Context: an optimization exercise on an open-source flow, tuned for small area, a short achievable clock period and few clock cycles per item. The choices shown serve that exercise and are no tape-out recipe. At most, simulation tests tie the RTL to the original design; equivalence was not proved. No driver is modelled on the clock port, so clock power and skew are understated where the tree is cut down; a real chip needs a root buffer or a tree. Power figures rest on the tool's default switching activity, not on a simulated workload.

==> module prng, before the edit <==
module prng (
	input clk,     
	input rst,   
	input [31:0] seed,
	input start,
	input cont,
	output reg done,
	output [31:0] rand_num
);
localparam B  = 4;                 
localparam NB = (31 + B - 1) / B;  
reg [30:0] acc;    
reg  [2:0] cnt;    
reg  [3:0] nen;    
wire busy = !nen[0];
assign rand_num = {1'b0, acc};
wire [30:0] nen_bits = {{7{nen[3]}}, {8{nen[2]}}, {8{nen[1]}}, {8{nen[0]}}};
wire [30:0] b = ~({acc[2:0], acc[30:3]} | nen_bits);
wire [30:0] g = acc & b;    
wire [30:0] p = acc ^ b;    
localparam LB = (B > 8) ? 4 : (B > 4) ? 3 : (B > 2) ? 2 : (B > 1) ? 1 : 0;   
wire [30:0] lg [0:LB];
wire [30:0] lp [0:LB];
wire [30:0] gl = lg[LB];
wire [30:0] pl = lp[LB];
assign lg[0] = g;
assign lp[0] = p;
wire [NB-1:0] bg, bp;
wire [30:0] c;
genvar i, j, k;
generate
	for (k = 0; k < LB; k = k + 1) begin : local_level
		for (i = 0; i < 31; i = i + 1) begin : local_bit
			localparam LO = i - i % B;
			localparam OFF = i % B;
			localparam J = LO + (OFF & ~((2 << k) - 1)) + (1 << k) - 1;
			if ((OFF >> k) & 1) begin : merge
				assign lg[k+1][i] = lg[k][i] | lp[k][i] & lg[k][J];
				assign lp[k+1][i] = lp[k][i] & lp[k][J];
			end else begin : pass
				assign lg[k+1][i] = lg[k][i];
				assign lp[k+1][i] = lp[k][i];
			end
		end
	end
	for (j = 0; j < NB; j = j + 1) begin : block_gp
		localparam TOP = (j * B + B - 1 > 30) ? 30 : j * B + B - 1;
		assign bg[j] = gl[TOP];
		assign bp[j] = pl[TOP];
	end
endgenerate
localparam L = (NB > 16) ? 5 : (NB > 8) ? 4 : (NB > 4) ? 3 : (NB > 2) ? 2 : 1;   
wire [NB-1:0] cg [0:L];
wire [NB-1:0] cp [0:L];
assign cg[0] = bg;
assign cp[0] = bp;
generate
	for (k = 0; k < L; k = k + 1) begin : ring_level
		for (j = 0; j < NB; j = j + 1) begin : ring_block
			localparam J2 = (j + NB - (1 << k) % NB) % NB;
			assign cg[k+1][j] = cg[k][j] | cp[k][j] & cg[k][J2];
			assign cp[k+1][j] = cp[k][j] & cp[k][J2];
		end
	end
	for (i = 0; i < 31; i = i + 1) begin : carry
		localparam BI = i / B;
		localparam BPREV = (BI + NB - 1) % NB;
		if (i % B == 0) begin : first
			assign c[i] = cg[L][BPREV];
		end else begin : next
			assign c[i] = gl[i-1] | pl[i-1] & cg[L][BPREV];
		end
	end
endgenerate
wire [3:0]  keep = ~nen | {4{done}};
wire [30:0] keep_bits = {{7{keep[3]}}, {8{keep[2]}}, {8{keep[1]}}, {8{keep[0]}}};
wire [30:0] x = (p & keep_bits) | ({seed[15:0], seed[30:16]} & ~keep_bits);
always @(posedge clk)
	acc <= x ^ c;
always @(posedge clk) begin
	if (rst) begin
		nen  <= 4'hf;
		done <= 1'b0;
		cnt  <= 3'd0;
	end else if (busy) begin
		cnt <= cnt + 3'd1;
		if (cnt == 3'd4)        nen[0] <= 1'b1;
		if (cnt[2])             nen[1] <= 1'b1;
		if (cnt[2] && !cnt[1])  nen[2] <= 1'b1;
		if (cnt[2] && !cnt[0])  nen[3] <= 1'b1;
		if (cnt == 3'd4)        done  <= 1'b1;
	end else if (done) begin
		if (!start) done <= 1'b0;
	end else if (start) begin
		nen <= 4'd0;
		cnt <= 3'd0;
	end
end
endmodule
export LEC_CHECK = 0
export CAP_MARGIN = 20
export CORE_MARGIN = 2
export CORE_UTILIZATION = 40
export SLEW_MARGIN = 70
create_clock -name core_clock -period 9.0 [get_ports {clk}]
standard.sh (not shown) runs the stock make flow with config.mk's settings and CLKGATE_MAP_FILE= SYNTH_SCRIPT=/design/flow/synth_recipe.tcl, a recipe that flattens the netlist after the stock synthesis.
==> flow/flow/run.sh <==
#!/bin/bash
# The standard layout (standard.sh) with these changes:
#  - synthesis: ABC maps the logic with flow/abc.script instead of ORFS's
#    abc_speed.script; everything else, registers included, is as in the
#    standard flow;
#  - the port buffers are plain buffers (sky130_fd_sc_hd__buf_1) instead of
#    the cell buffer_ports picks by itself;
#  - timing repair aims for 6.3 ns of setup slack.
set -euo pipefail
cp -r "$FLOW_HOME/scripts" scripts
cp flow/abc.script scripts/abc_speed.script
export SCRIPTS_DIR="$PWD/scripts"
export BUFFER_PORTS_ARGS="-buffer_cell sky130_fd_sc_hd__buf_1"
export SETUP_SLACK_MARGIN=6.3
bash standard.sh > standard.log 2>&1
==> flow/flow/abc.script <==
&get -n
&st
&syn2
&dch
&nf -R 20
&put
buffer -c
topo
stime -c
upsize -c
dnsize -c
Testbench counts at the start, summed over its fixed seeds: cycles 18,432, items 2,048.
==> next run, changes <==
--- a/flow/design.v
+++ b/flow/design.v
@@ -70,15 +70,13 @@
 			assign c[i] = cg[L][BPREV];
 		end else begin : next
 			assign c[i] = gl[i-1] | pl[i-1] & cg[L][BPREV];
 		end
 	end
 endgenerate
-wire [3:0]  keep = ~nen | {4{done}};
-wire [30:0] keep_bits = {{7{keep[3]}}, {8{keep[2]}}, {8{keep[1]}}, {8{keep[0]}}};
-wire [30:0] x = (p & keep_bits) | ({seed[15:0], seed[30:16]} & ~keep_bits);
+wire [30:0] x = (busy || done) ? p : {seed[15:0], seed[30:16]};
 always @(posedge clk)
 	acc <= x ^ c;
 always @(posedge clk) begin
 	if (rst) begin
 		nen  <= 4'hf;
 		done <= 1'b0;
Outcome: Final area goes up by 0.74%; area after synthesis went down by 0.68%; worst setup slack gets worse by 0.017 ns; combinational power increases by about 2%; power rose by 5.6%; sequential share of layout area goes down by 0.30 points; routed wire length decreases by 0.67%; first-iteration DRC count grows by 67%; core utilization climbs by 0.62 points; critical path depth does not change; global-route usage fell by 0.17 points; via count falls by 1.1%; worst hold slack barely changes.
Testbench counts after the change, summed over its fixed seeds: cycles 18,432, items 2,048.

Setup of run A:
prng, a different RTL version from the one above (not shown whole).
Size in the first run: roughly 310 cells after synthesis, ~39 flip-flops, about 69 I/O pins.
==> module prng, before the edit <==
module prng (
	input clk,     
	input rst,   
	input [31:0] seed,
	input start,
	input cont,
	output reg done,
	output [31:0] rand_num
);
localparam B  = 8;                 
localparam NB = (31 + B - 1) / B;  
reg [30:0] acc;    
reg  [2:0] cnt;    
reg  [3:0] nen;    
wire busy = !nen[0];
assign rand_num = {1'b0, acc};
wire [30:0] nen_bits = {{7{nen[3]}}, {8{nen[2]}}, {8{nen[1]}}, {8{nen[0]}}};
wire [30:0] b = ~({acc[2:0], acc[30:3]} | nen_bits);
wire [30:0] g = acc & b;    
wire [30:0] p = acc ^ b;    
localparam LB = (B > 8) ? 4 : (B > 4) ? 3 : (B > 2) ? 2 : (B > 1) ? 1 : 0;   
wire [30:0] lg [0:LB];
wire [30:0] lp [0:LB];
wire [30:0] gl = lg[LB];
wire [30:0] pl = lp[LB];
assign lg[0] = g;
assign lp[0] = p;
wire [NB-1:0] bg, bp;
wire [30:0] c;
genvar i, j, k;
generate
	for (k = 0; k < LB; k = k + 1) begin : local_level
		for (i = 0; i < 31; i = i + 1) begin : local_bit
			localparam LO = i - i % B;
			localparam OFF = i % B;
			localparam J = LO + (OFF & ~((2 << k) - 1)) + (1 << k) - 1;
			if ((OFF >> k) & 1) begin : merge
				assign lg[k+1][i] = lg[k][i] | lp[k][i] & lg[k][J];
				assign lp[k+1][i] = lp[k][i] & lp[k][J];
			end else begin : pass
				assign lg[k+1][i] = lg[k][i];
				assign lp[k+1][i] = lp[k][i];
			end
		end
	end
	for (j = 0; j < NB; j = j + 1) begin : block_gp
		localparam TOP = (j * B + B - 1 > 30) ? 30 : j * B + B - 1;
		assign bg[j] = gl[TOP];
		assign bp[j] = pl[TOP];
	end
endgenerate
localparam L = (NB > 16) ? 5 : (NB > 8) ? 4 : (NB > 4) ? 3 : (NB > 2) ? 2 : 1;   
wire [NB-1:0] cg [0:L];
wire [NB-1:0] cp [0:L];
assign cg[0] = bg;
assign cp[0] = bp;
generate
	for (k = 0; k < L; k = k + 1) begin : ring_level
		for (j = 0; j < NB; j = j + 1) begin : ring_block
			localparam J2 = (j + NB - (1 << k) % NB) % NB;
			assign cg[k+1][j] = cg[k][j] | cp[k][j] & cg[k][J2];
			assign cp[k+1][j] = cp[k][j] & cp[k][J2];
		end
	end
	for (i = 0; i < 31; i = i + 1) begin : carry
		localparam BI = i / B;
		localparam BPREV = (BI + NB - 1) % NB;
		if (i % B == 0) begin : first
			assign c[i] = cg[L][BPREV];
		end else begin : next
			assign c[i] = gl[i-1] | pl[i-1] & cg[L][BPREV];
		end
	end
endgenerate
wire [3:0]  keep = ~nen | {4{done}};
wire [30:0] keep_bits = {{7{keep[3]}}, {8{keep[2]}}, {8{keep[1]}}, {8{keep[0]}}};
wire [30:0] x = (p & keep_bits) | ({seed[15:0], seed[30:16]} & ~keep_bits);
always @(posedge clk)
	acc <= x ^ c;
always @(posedge clk) begin
	if (rst) begin
		nen  <= 4'hf;
		done <= 1'b0;
		cnt  <= 3'd0;
	end else if (busy) begin
		cnt <= cnt + 3'd1;
		if (cnt == 3'd4)        nen[0] <= 1'b1;
		if (cnt[2])             nen[1] <= 1'b1;
		if (cnt[2] && !cnt[1])  nen[2] <= 1'b1;
		if (cnt[2] && !cnt[0])  nen[3] <= 1'b1;
		if (cnt == 3'd4)        done  <= 1'b1;
	end else if (done) begin
		if (!start) done <= 1'b0;
	end else if (start) begin
		nen <= 4'd0;
		cnt <= 3'd0;
	end
end
endmodule
export LEC_CHECK = 0
export CAP_MARGIN = 20
export CORE_MARGIN = 2
export CORE_UTILIZATION = 40
export SLEW_MARGIN = 40
create_clock -name core_clock -period 9.0 [get_ports {clk}]
==> flow/flow/run.sh <==
#!/bin/bash
# The standard layout (standard.sh) with these changes:
#  - synthesis: ABC maps the logic with flow/abc.script instead of ORFS's
#    abc_speed.script; everything else, registers included, is as in the
#    standard flow;
#  - the port buffers are plain buffers (sky130_fd_sc_hd__buf_1) instead of
#    the cell buffer_ports picks by itself;
#  - after clock tree synthesis, flow/clock_tree.tcl replaces the two-level
#    clock tree with one level of clock buffers;
#  - timing repair aims for 6.3 ns of setup slack.
set -euo pipefail
cp -r "$FLOW_HOME/scripts" scripts
cp flow/abc.script scripts/abc_speed.script
export SCRIPTS_DIR="$PWD/scripts"
export BUFFER_PORTS_ARGS="-buffer_cell sky130_fd_sc_hd__buf_1"
export POST_CTS_TCL="$PWD/flow/clock_tree.tcl"
export SETUP_SLACK_MARGIN=6.3
bash standard.sh > standard.log 2>&1
Scripts as last shown in full above: flow/flow/abc.script
Other scripts of this flow, unchanged in this note and not shown: flow/flow/clock_tree.tcl
Run A: full flow OK, the timing, DRC and antenna checks passed
--- input diff run A..run B ---
-- flow/design.v --
<<< run A, line 9
	output [31:0] rand_num
);
localparam B  = 8;                 
localparam NB = (31 + B - 1) / B;  
reg [30:0] acc;    
>>> run B, line 9
	output [31:0] rand_num
);
localparam B  = 4;                 
localparam NB = (31 + B - 1) / B;  
reg [30:0] acc;    
<<< run A, line 79
always @(posedge clk)
	acc <= x ^ c;
always @(posedge clk) begin
	if (rst) begin
		nen  <= 4'hf;
		done <= 1'b0;
		cnt  <= 3'd0;
	end else if (busy) begin
		cnt <= cnt + 3'd1;
		if (cnt == 3'd4)        nen[0] <= 1'b1;
		if (cnt[2])             nen[1] <= 1'b1;
		if (cnt[2] && !cnt[1])  nen[2] <= 1'b1;
		if (cnt[2] && !cnt[0])  nen[3] <= 1'b1;
		if (cnt == 3'd4)        done  <= 1'b1;
	end else if (done) begin
		if (!start) done <= 1'b0;
	end else if (start) begin
		nen <= 4'd0;
		cnt <= 3'd0;
	end
end
>>> run B, line 79
always @(posedge clk)
	acc <= x ^ c;
always @(posedge clk)
	cnt <= busy ? cnt + 3'd1 : 3'd0;
always @(posedge clk) begin
	if (rst) begin
		nen  <= 4'hf;
		done <= 1'b0;
	end else if (busy) begin
		if (cnt == 3'd4)        nen[0] <= 1'b1;
		if (cnt[2])             nen[1] <= 1'b1;
		if (cnt[2] && !cnt[1])  nen[2] <= 1'b1;
		if (cnt[2] && !cnt[0])  nen[3] <= 1'b1;
		if (cnt == 3'd4)        done   <= 1'b1;
	end else if (done) begin
		if (!start) done <= 1'b0;
	end else if (start) begin
		nen <= 4'd0;
	end
end
## What came out
- The post-synth net total number comes out higher for run B vs run A.
- Delta(overall die area, run B - run A) > 0
- Run B consumes more power than run A does.
- Going from run A to run B, global-route met2 utilization grows by 2.7 points.
- Count of non-filler cells in the finished layout, run A and run B, lower one = run A.
- Run B ends up with a worst setup slack that is 0.13 ns higher than in run A.
- As far as critical path depth goes, run B and run A are indistinguishable; the numbers are identical.
- Status: routed wire length parity (run A, run B)
- Delta (run B minus run A): maximum clock frequency now sits higher; post-placement worst setup slack has increased; floorplan row count went up by 3.4%; relative contribution of sequential cells to total power has decreased.
- Clock skew in run B vs run A: down 0.0036 ns
No run of this note included a check of the RTL's function; only the layout flow was run. No run of this note takes its clock network from TritonCTS; it comes from the design's own scripts or RTL.

port drivers added, routing unchanged:
No port has a modelled driver above. Below, the same layouts with a new extraction and two added sets of constraints.
Step 1: set_driving_cell puts a clkbuf_16 on clk and a buf_2 on each other input, an assumption about the parent block.
Step 2 adds t to the input delays and takes it off the output delays; t is the mean of the earliest and latest rising clock arrival at the registers after step 1. Input paths then give back, and output paths get back, about the clock's delay inside the block.
Three values: ideal ports, drivers, drivers and shift; two values: the first two.
run	t (ns)	setup WS [ns]	hold slack, ns	worst data-port slew with drivers (ns)	pins driven straight from the clock port
the first run of note 1	0.324	6.345 / 6.315 / 6.344	0.525 / 0.525 / 0.525	0.04	1
the second run of note 1	0.324	6.328 / 6.298 / 6.325	0.525 / 0.525 / 0.525	0.04	1
run A	0.196	6.335 / 6.335 / 6.335	0.543 / 0.543 / 0.543	0.04	4
run B	0.193	6.462 / 6.440 / 6.411	0.495 / 0.495 / 0.495	0.03	4
After both steps every run listed still meets setup and hold. The setup slack of run B, which loses most, moves by -0.022 ns with the drivers and by -0.051 ns with both steps.
